What follows belongs to an exercise in optimizing a design on an open flow for small area; a production flow would make more cautious choices. RTL that was checked went through simulation tests only; none was proved equivalent to the original. Power and IR drop assume default switching activity.

## build 80
==> flow/design.v (excerpt) <==
module rxm_v23_sender (
input           nrst,         
input           enLatch,		 
input			rst_latch,		 
input			rst_p,			 
input			one_second_l,	 
input			gmiiClk,
input           gmiiRxDv,                                       
input  [7:0]   	gmiiRxD,                                       
input           gmiiRxErr, 
output			gmiiTxEn,	 
output [7:0]	gmiiTxDa,	 
output [7:0]	rx_data,		 
output			rx_end,			 
output			rx_da_en,		 
output			rxCrcErr,		 
output          findReset_l,
output          findDevice_l,		 
output          findDeviceEnd_l,
output			findInit_l,			 
output			findActive_l,
output			findSync_l,			 
output          findCtrl_l,
output          findEctrl_l,
output          findEdata_l,
output          findData_l,
output          findStstus_l,
output			findUnknow_l,
output			chk_pkt_cnt_l,
output [15:0]	pkt_cnt,
output [15:0]	sv_cnt,
input [15:0]	dropDaAddr,			 
output			dropDaEn,			 
output [7:0]	dropDa,				 
input [15:0]	addDaAddr,			 
output			addDaEn,			 
input [7:0]		addDa,				 
input [15:0]	dropStAddr,		 
output			dropStEn,			 
output [7:0]	dropStDa,			 
input [15:0]	addStAddr,			 
output			addStEn,			 
input [7:0]		addStDa,			 
output [15:0]	rxHostMac,		 
output [7:0]	rxLocalMac,		 
output [23:0]	rxDelayTime,	 
output [31:0]	rxCfgValue,		 
output [7:0]	rxLastCmd,		 
output [1:0]	mfc,			 
output [39:0]	rxRev,			 
output [7:0]	star_chNo,		 
input [7:0]		localMac,		 
output [15:0]	rxPacketNum,
output [15:0]	rxPacketCrcErrNum,
output [7:0]	rxDnmNum,			 
output 			localIndexAviable,	 
output [1:0]	mib_da2,
output			led_crc,			 
output			rxSfd
, output		lts					 
);
Size: roughly 370 I/O pins, about 25000 um2 of cells after synthesis.
clock: 8.0 ns
lec_check: 0
cap_margin: 20
core_margin: 2
core_utilization: 40
slew_margin: 20
run.sh (not shown) runs the stock make flow with config.mk's settings and CLKGATE_MAP_FILE= SYNTH_SCRIPT=/design/flow/synth_recipe.tcl, a recipe that flattens the netlist after the stock synthesis.
Build 80 completed end to end with timing, DRC and antenna clean.
Changes in build 40 relative to build 80:
==> flow/flow/run.sh (new file) <==
#!/bin/bash
# Standard ORFS layout, with small port buffers and a leaner clock tree.
set -eo pipefail
export BUFFER_PORTS_ARGS="-buffer_cell sky130_fd_sc_hd__buf_1"
export CTS_ARGS="-sink_clustering_enable -repair_clock_nets -dont_use_dummy_load -buf_list {sky130_fd_sc_hd__clkbuf_4} -sink_clustering_size 12 -sink_clustering_max_diameter 40"
bash standard.sh finish > standard_flow.log 2>&1
==> flow/standard.sh (new file) <==
#!/bin/bash
# synth_recipe.tcl (not shown) runs the flow's synth.tcl, then flattens the netlist and writes it again
# the make line also repeats each setting of config.mk as NAME=value (left out here)
make -C /OpenROAD-flow-scripts/flow DESIGN_CONFIG=/design/flow/config.mk WORK_HOME=/design/flow/orfs CLKGATE_MAP_FILE= SYNTH_SCRIPT=/design/flow/synth_recipe.tcl "${@:-finish}"
-- flow/config.mk --
<<< build 80, line 10
export CORE_UTILIZATION = 40
>>> build 40, line 10
export CORE_UTILIZATION = 65
export PLACE_DENSITY = 0.75
removed: flow/run.sh
## What came out
Number of clock buffers inserted by TritonCTS in build 40 vs build 80: up 14. On worst IR drop on VDD: build 40 sits below build 80. Number of signal-net buffers in the layout: higher on build 40. Total power of build 40 is lower than that of build 80.
For build 7, these inputs were changed with respect to build 40:
-- flow/flow/run.sh --
<<< build 40, line 5
export CTS_ARGS="-sink_clustering_enable -repair_clock_nets -dont_use_dummy_load -buf_list {sky130_fd_sc_hd__clkbuf_4} -sink_clustering_size 12 -sink_clustering_max_diameter 40"
>>> build 7, line 5
export CTS_ARGS="-sink_clustering_enable -repair_clock_nets -dont_use_dummy_load"
-- flow/config.mk --
<<< build 40, line 10
export CORE_UTILIZATION = 65
export PLACE_DENSITY = 0.75
>>> build 7, line 10
export CORE_UTILIZATION = 40
==> run notes <==
Comparing core utilization for build 40 and build 7, the bigger number came from build 40.
Build 40 -> build 7: number of placed cells counting well taps increased by a little under 10%
Build 7 vs. build 40: minimum hold slack increased by 22 ps relative to the old numbers, ratio of total power to cell area increased by 9.5% relative to the old numbers, worst setup slack increased by 170 ps relative to the old numbers, peak per-stage delay on the critical path decreased by 580 ps relative to the old numbers.
Destination of the critical timing path: dropDa[6] -> build 7, rxSfd -> build 40
Diff build 40 -> build 7: worst setup timing slack at the placement stage rose 160 ps; DRC violations left now sits at about the same level.
Compared with build 40, build 7 shows a higher net switching power of the design.
Re internal cell power: build 7 is 0.84 mW up on build 40.
Compared with build 40, build 7 shows clock-buffer cell count that has gone down by more than 10%.
The inputs of build 17 differ from those of build 7 as listed below.
-- flow/flow/run.sh --
<<< build 7, line 5
export CTS_ARGS="-sink_clustering_enable -repair_clock_nets -dont_use_dummy_load"
>>> build 17, line 5
export CTS_ARGS="-sink_clustering_enable -repair_clock_nets -dont_use_dummy_load -buf_list {sky130_fd_sc_hd__clkbuf_8} -sink_clustering_size 20 -sink_clustering_max_diameter 60"
-- flow/config.mk --
<<< build 7, line 10
export CORE_UTILIZATION = 40
>>> build 17, line 10
export CORE_UTILIZATION = 65
export PLACE_DENSITY = 0.75
Results
- Compared to build 7, build 17 has worst path arrival time 80 ps higher.
- Build 17 vs build 7, launching element of the worst setup path: gmiiRxD[0] vs gmiiRxD[6]
- Final worst hold slack: build 7 vs build 17 — no meaningful difference
- Changes observed in build 17 relative to build 7: total design power shrank by 0.97 mW, highest attainable clock frequency down 0.0058 GHz, headroom to the max-slew limit higher, final worst slack decreased by 75 ps relative to the old numbers.
No run of this note included a check of the RTL's function; only the layout flow was run.

rxm_v23_sender, a different RTL version from the one above (not shown whole).
Size: ~1800 cells after synthesis, ~490 flip-flops, roughly 21000 um^2 of cells after synthesis.
export LEC_CHECK = 0
export CAP_MARGIN = 5
export CORE_MARGIN = 2
export CORE_UTILIZATION = 65
export PLACE_DENSITY = 0.75
export SLEW_MARGIN = 5
create_clock -name core_clock -period 8.0 [get_ports {gmiiClk}]
standard.sh (not shown) runs the stock make flow with config.mk's settings and CLKGATE_MAP_FILE= SYNTH_SCRIPT=/design/flow/synth_recipe.tcl, a recipe that flattens the netlist after the stock synthesis.
==> flow/flow/run.sh <==
#!/bin/bash
# Layout: the standard ORFS flow (standard.sh) with three changes:
#  1. synthesis maps the logic with a stronger ABC script (flow/abc.script, used in
#     place of ORFS's abc_speed.script) and leaves adders to ABC instead of mapping
#     them to the platform's adder cells (ADDER_MAP_FILE empty); everything else in
#     synthesis is unchanged, so the registers are the standard synthesis's.
#  2. ports are buffered with buf_1 cells.
#  3. a leaner clock tree: clkbuf_8 buffers, smaller clusters, no dummy loads.
# Each step's output goes to its own log in the work folder.
set -eo pipefail
W=$(pwd)
rm -rf "$W/scripts_abc"
cp -r "$FLOW_HOME/scripts" "$W/scripts_abc"
cp "$W/flow/abc.script" "$W/scripts_abc/abc_speed.script"
export BUFFER_PORTS_ARGS="-buffer_cell sky130_fd_sc_hd__buf_1"
export CTS_ARGS="-sink_clustering_enable -repair_clock_nets -dont_use_dummy_load -buf_list {sky130_fd_sc_hd__clkbuf_8} -sink_clustering_size 16 -sink_clustering_max_diameter 50"
ADDER_MAP_FILE= SCRIPTS_DIR="$W/scripts_abc" bash standard.sh synth > "$W/synth_flow.log" 2>&1
bash standard.sh finish > "$W/layout_flow.log" 2>&1
==> flow/flow/abc.script <==
strash
&get -n
&fraig -x
&put
scorr
dc2
dretime
strash
&get -n
&deepsyn -T 60
&dch -f
&nf -R 1000
&put
==> next run, changes <==
--- a/flow/config.mk
+++ b/flow/config.mk
@@ -9,4 +9,4 @@
 export CORE_MARGIN = 2
-export CORE_UTILIZATION = 65
-export PLACE_DENSITY = 0.75
+export CORE_UTILIZATION = 80
+export PLACE_DENSITY = 0.88
 export SLEW_MARGIN = 5
After rerunning: The new run completed and failed the layout checks on max-capacitance violations, max-slew violations. Via count rises by 9.2%. Power grows by 2.0%. Worst hold slack gets better by 0.010 ns. Setup slack gets worse by 0.030 ns. Final cell count drops by 2.9%. Core utilization is higher by 16 points. Non-clock buffer count came out lower by 3.
==> next run, changes <==
--- a/flow/config.mk
+++ b/flow/config.mk
@@ -7,6 +7,6 @@
 export LEC_CHECK = 0
-export CAP_MARGIN = 5
+export CAP_MARGIN = 20
 export CORE_MARGIN = 2
-export CORE_UTILIZATION = 80
-export PLACE_DENSITY = 0.88
-export SLEW_MARGIN = 5
+export CORE_UTILIZATION = 65
+export PLACE_DENSITY = 0.75
+export SLEW_MARGIN = 20
=> This time the run finished with timing, DRC and antenna clean. Register-to-register slack gains 0.35 ns. Final area increases by 0.95%. Wire length drops by about 13%. Core utilization went down by 16 points. Die area is higher by about 22%. Fmax increases by 0.50%. Total power shrinks by about 1.6%. Critical path depth shrinks by 4. Clock power is higher by about 4%. Worst setup slack improves by 0.020 ns.
==> next run, changes <==
--- a/flow/config.mk
+++ b/flow/config.mk
@@ -9,4 +9,4 @@
 export CORE_MARGIN = 2
-export CORE_UTILIZATION = 65
-export PLACE_DENSITY = 0.75
+export CORE_UTILIZATION = 80
+export PLACE_DENSITY = 0.88
 export SLEW_MARGIN = 20
Flip-flop and latch count stays the same; combinational power climbs by about 8%; critical path depth climbs by 4; sequential share of layout area climbs by 0.45 points.
==> next run, changes <==
--- a/flow/flow/run.sh
+++ b/flow/flow/run.sh
@@ -7,3 +7,3 @@
 #  2. ports are buffered with buf_1 cells.
-#  3. a leaner clock tree: clkbuf_8 buffers, smaller clusters, no dummy loads.
+#  3. a leaner clock tree: clkbuf_16 buffers, smaller clusters, no dummy loads.
 # Each step's output goes to its own log in the work folder.
@@ -15,3 +15,3 @@
 export BUFFER_PORTS_ARGS="-buffer_cell sky130_fd_sc_hd__buf_1"
-export CTS_ARGS="-sink_clustering_enable -repair_clock_nets -dont_use_dummy_load -buf_list {sky130_fd_sc_hd__clkbuf_8} -sink_clustering_size 16 -sink_clustering_max_diameter 50"
+export CTS_ARGS="-sink_clustering_enable -repair_clock_nets -dont_use_dummy_load -buf_list {sky130_fd_sc_hd__clkbuf_16} -sink_clustering_size 28 -sink_clustering_max_diameter 50"
 ADDER_MAP_FILE= SCRIPTS_DIR="$W/scripts_abc" bash standard.sh synth > "$W/synth_flow.log" 2>&1
--- a/flow/config.mk
+++ b/flow/config.mk
@@ -9,4 +9,4 @@
 export CORE_MARGIN = 2
-export CORE_UTILIZATION = 80
-export PLACE_DENSITY = 0.88
+export CORE_UTILIZATION = 65
+export PLACE_DENSITY = 0.75
 export SLEW_MARGIN = 20
Wire length decreases by 9.6%.
Final area rose by 2.5%.
Worst hold slack loses 0.0072 ns.
Setup slack got worse by 0.17 ns.

rxm_v23_sender, a different RTL version from the one above (not shown whole).
Size in the first run: ~1,800 cells after synthesis, ~520 flip-flops, roughly 370 I/O pins, roughly 22,000 um^2 of cells after synthesis.
Settings: LEC_CHECK=0, CAP_MARGIN=20, CORE_MARGIN=2, CORE_UTILIZATION=65, PLACE_DENSITY=0.75, SLEW_MARGIN=20; clock period 8.0 ns.
==> flow/flow/run.sh <==
#!/bin/bash
# Layout: the standard ORFS flow (standard.sh) with three changes:
#  1. synthesis maps the logic with a stronger ABC script (flow/abc.script, used in
#     place of ORFS's abc_speed.script) and leaves adders to ABC instead of mapping
#     them to the platform's adder cells (ADDER_MAP_FILE empty); everything else in
#     synthesis is unchanged, so the registers are the standard synthesis's.
#  2. ports are buffered with buf_1 cells.
#  3. a leaner clock tree: clkbuf_8 buffers, smaller clusters, no dummy loads.
# Each step's output goes to its own log in the work folder.
set -eo pipefail
W=$(pwd)
rm -rf "$W/scripts_abc"
cp -r "$FLOW_HOME/scripts" "$W/scripts_abc"
cp "$W/flow/abc.script" "$W/scripts_abc/abc_speed.script"
export BUFFER_PORTS_ARGS="-buffer_cell sky130_fd_sc_hd__buf_1"
export CTS_ARGS="-sink_clustering_enable -repair_clock_nets -dont_use_dummy_load -buf_list {sky130_fd_sc_hd__clkbuf_8} -sink_clustering_size 16 -sink_clustering_max_diameter 50"
ADDER_MAP_FILE= SCRIPTS_DIR="$W/scripts_abc" bash standard.sh synth > "$W/synth_flow.log" 2>&1
bash standard.sh finish > "$W/layout_flow.log" 2>&1
Scripts as last shown in full above: flow/flow/abc.script
Edit:
--- a/flow/flow/run.sh
+++ b/flow/flow/run.sh
@@ -4,3 +4,2 @@
-#     place of ORFS's abc_speed.script) and leaves adders to ABC instead of mapping
-#     them to the platform's adder cells (ADDER_MAP_FILE empty); everything else in
-#     synthesis is unchanged, so the registers are the standard synthesis's.
+#     place of ORFS's abc_speed.script); everything else in synthesis is unchanged,
+#     so the registers are the standard synthesis's.
@@ -17 +16 @@
-ADDER_MAP_FILE= SCRIPTS_DIR="$W/scripts_abc" bash standard.sh synth > "$W/synth_flow.log" 2>&1
+SCRIPTS_DIR="$W/scripts_abc" bash standard.sh synth > "$W/synth_flow.log" 2>&1
--- a/flow/flow/abc.script
+++ b/flow/flow/abc.script
@@ -12 +12 @@
-&nf -R 1000
+&nf
Cell count is higher by about 2.4%; wire length went up by about 3.6%; via count came out higher by 2.8%; worst setup slack improves by 130 ps; global-route usage fell by 0.20 points; non-clock buffer count does not change; hold slack gets worse by 3.6 ps; power grows by 5.1%; flip-flop and latch count stays the same.

==> what the ideal ports hide <==
The results above use ideal ports. As a check the final layouts listed here were re-extracted and re-timed, cells and wires unchanged.
Step 1 assumes that a clkbuf_16 drives the clock port and a buf_2 every other input.
Step 2 also shifts input and output timing later by t, the mid clock arrival at the registers, as if the neighbouring blocks saw the same clock.
Three values: ideal ports, drivers, drivers and shift; two values: the first two.
| run | t, ns | setup WS [ns] | pins driven straight from the clock port |
|---|---|---|---|
| build 80 | 0.687 | 3.660 / 3.630 / 3.630 | 1 |
| build 40 | 0.807 | 4.266 / 4.211 / 4.231 | 1 |
| build 7 | 0.649 | 4.437 / 4.415 / 4.415 | 1 |
| build 17 | 0.657 | 4.362 / 4.340 / 4.240 | 1 |
| the first run of note 2 | 0.586 | 3.977 / 3.989 / 3.411 | 1 |
| the second run of note 2 | 0.603 | 3.947 / 3.947 / 3.696 | 1 |
| the third run of note 2 | 0.601 | 3.968 / 3.950 / 3.389 | 1 |
| the fourth run of note 2 | 0.598 | 4.082 / 4.082 / 3.728 | 1 |
| the fifth run of note 2 | 0.571 | 3.910 / 3.937 / 3.367 | 1 |
| the first run of note 3 | 0.607 | 4.267 / 4.291 / 3.684 | 1 |
| the second run of note 3 | 0.619 | 4.397 / 4.348 / 4.028 | 1 |
The setup slack of the first run of note 3, which loses most, moves by +0.024 ns with the drivers and by -0.583 ns with both steps.
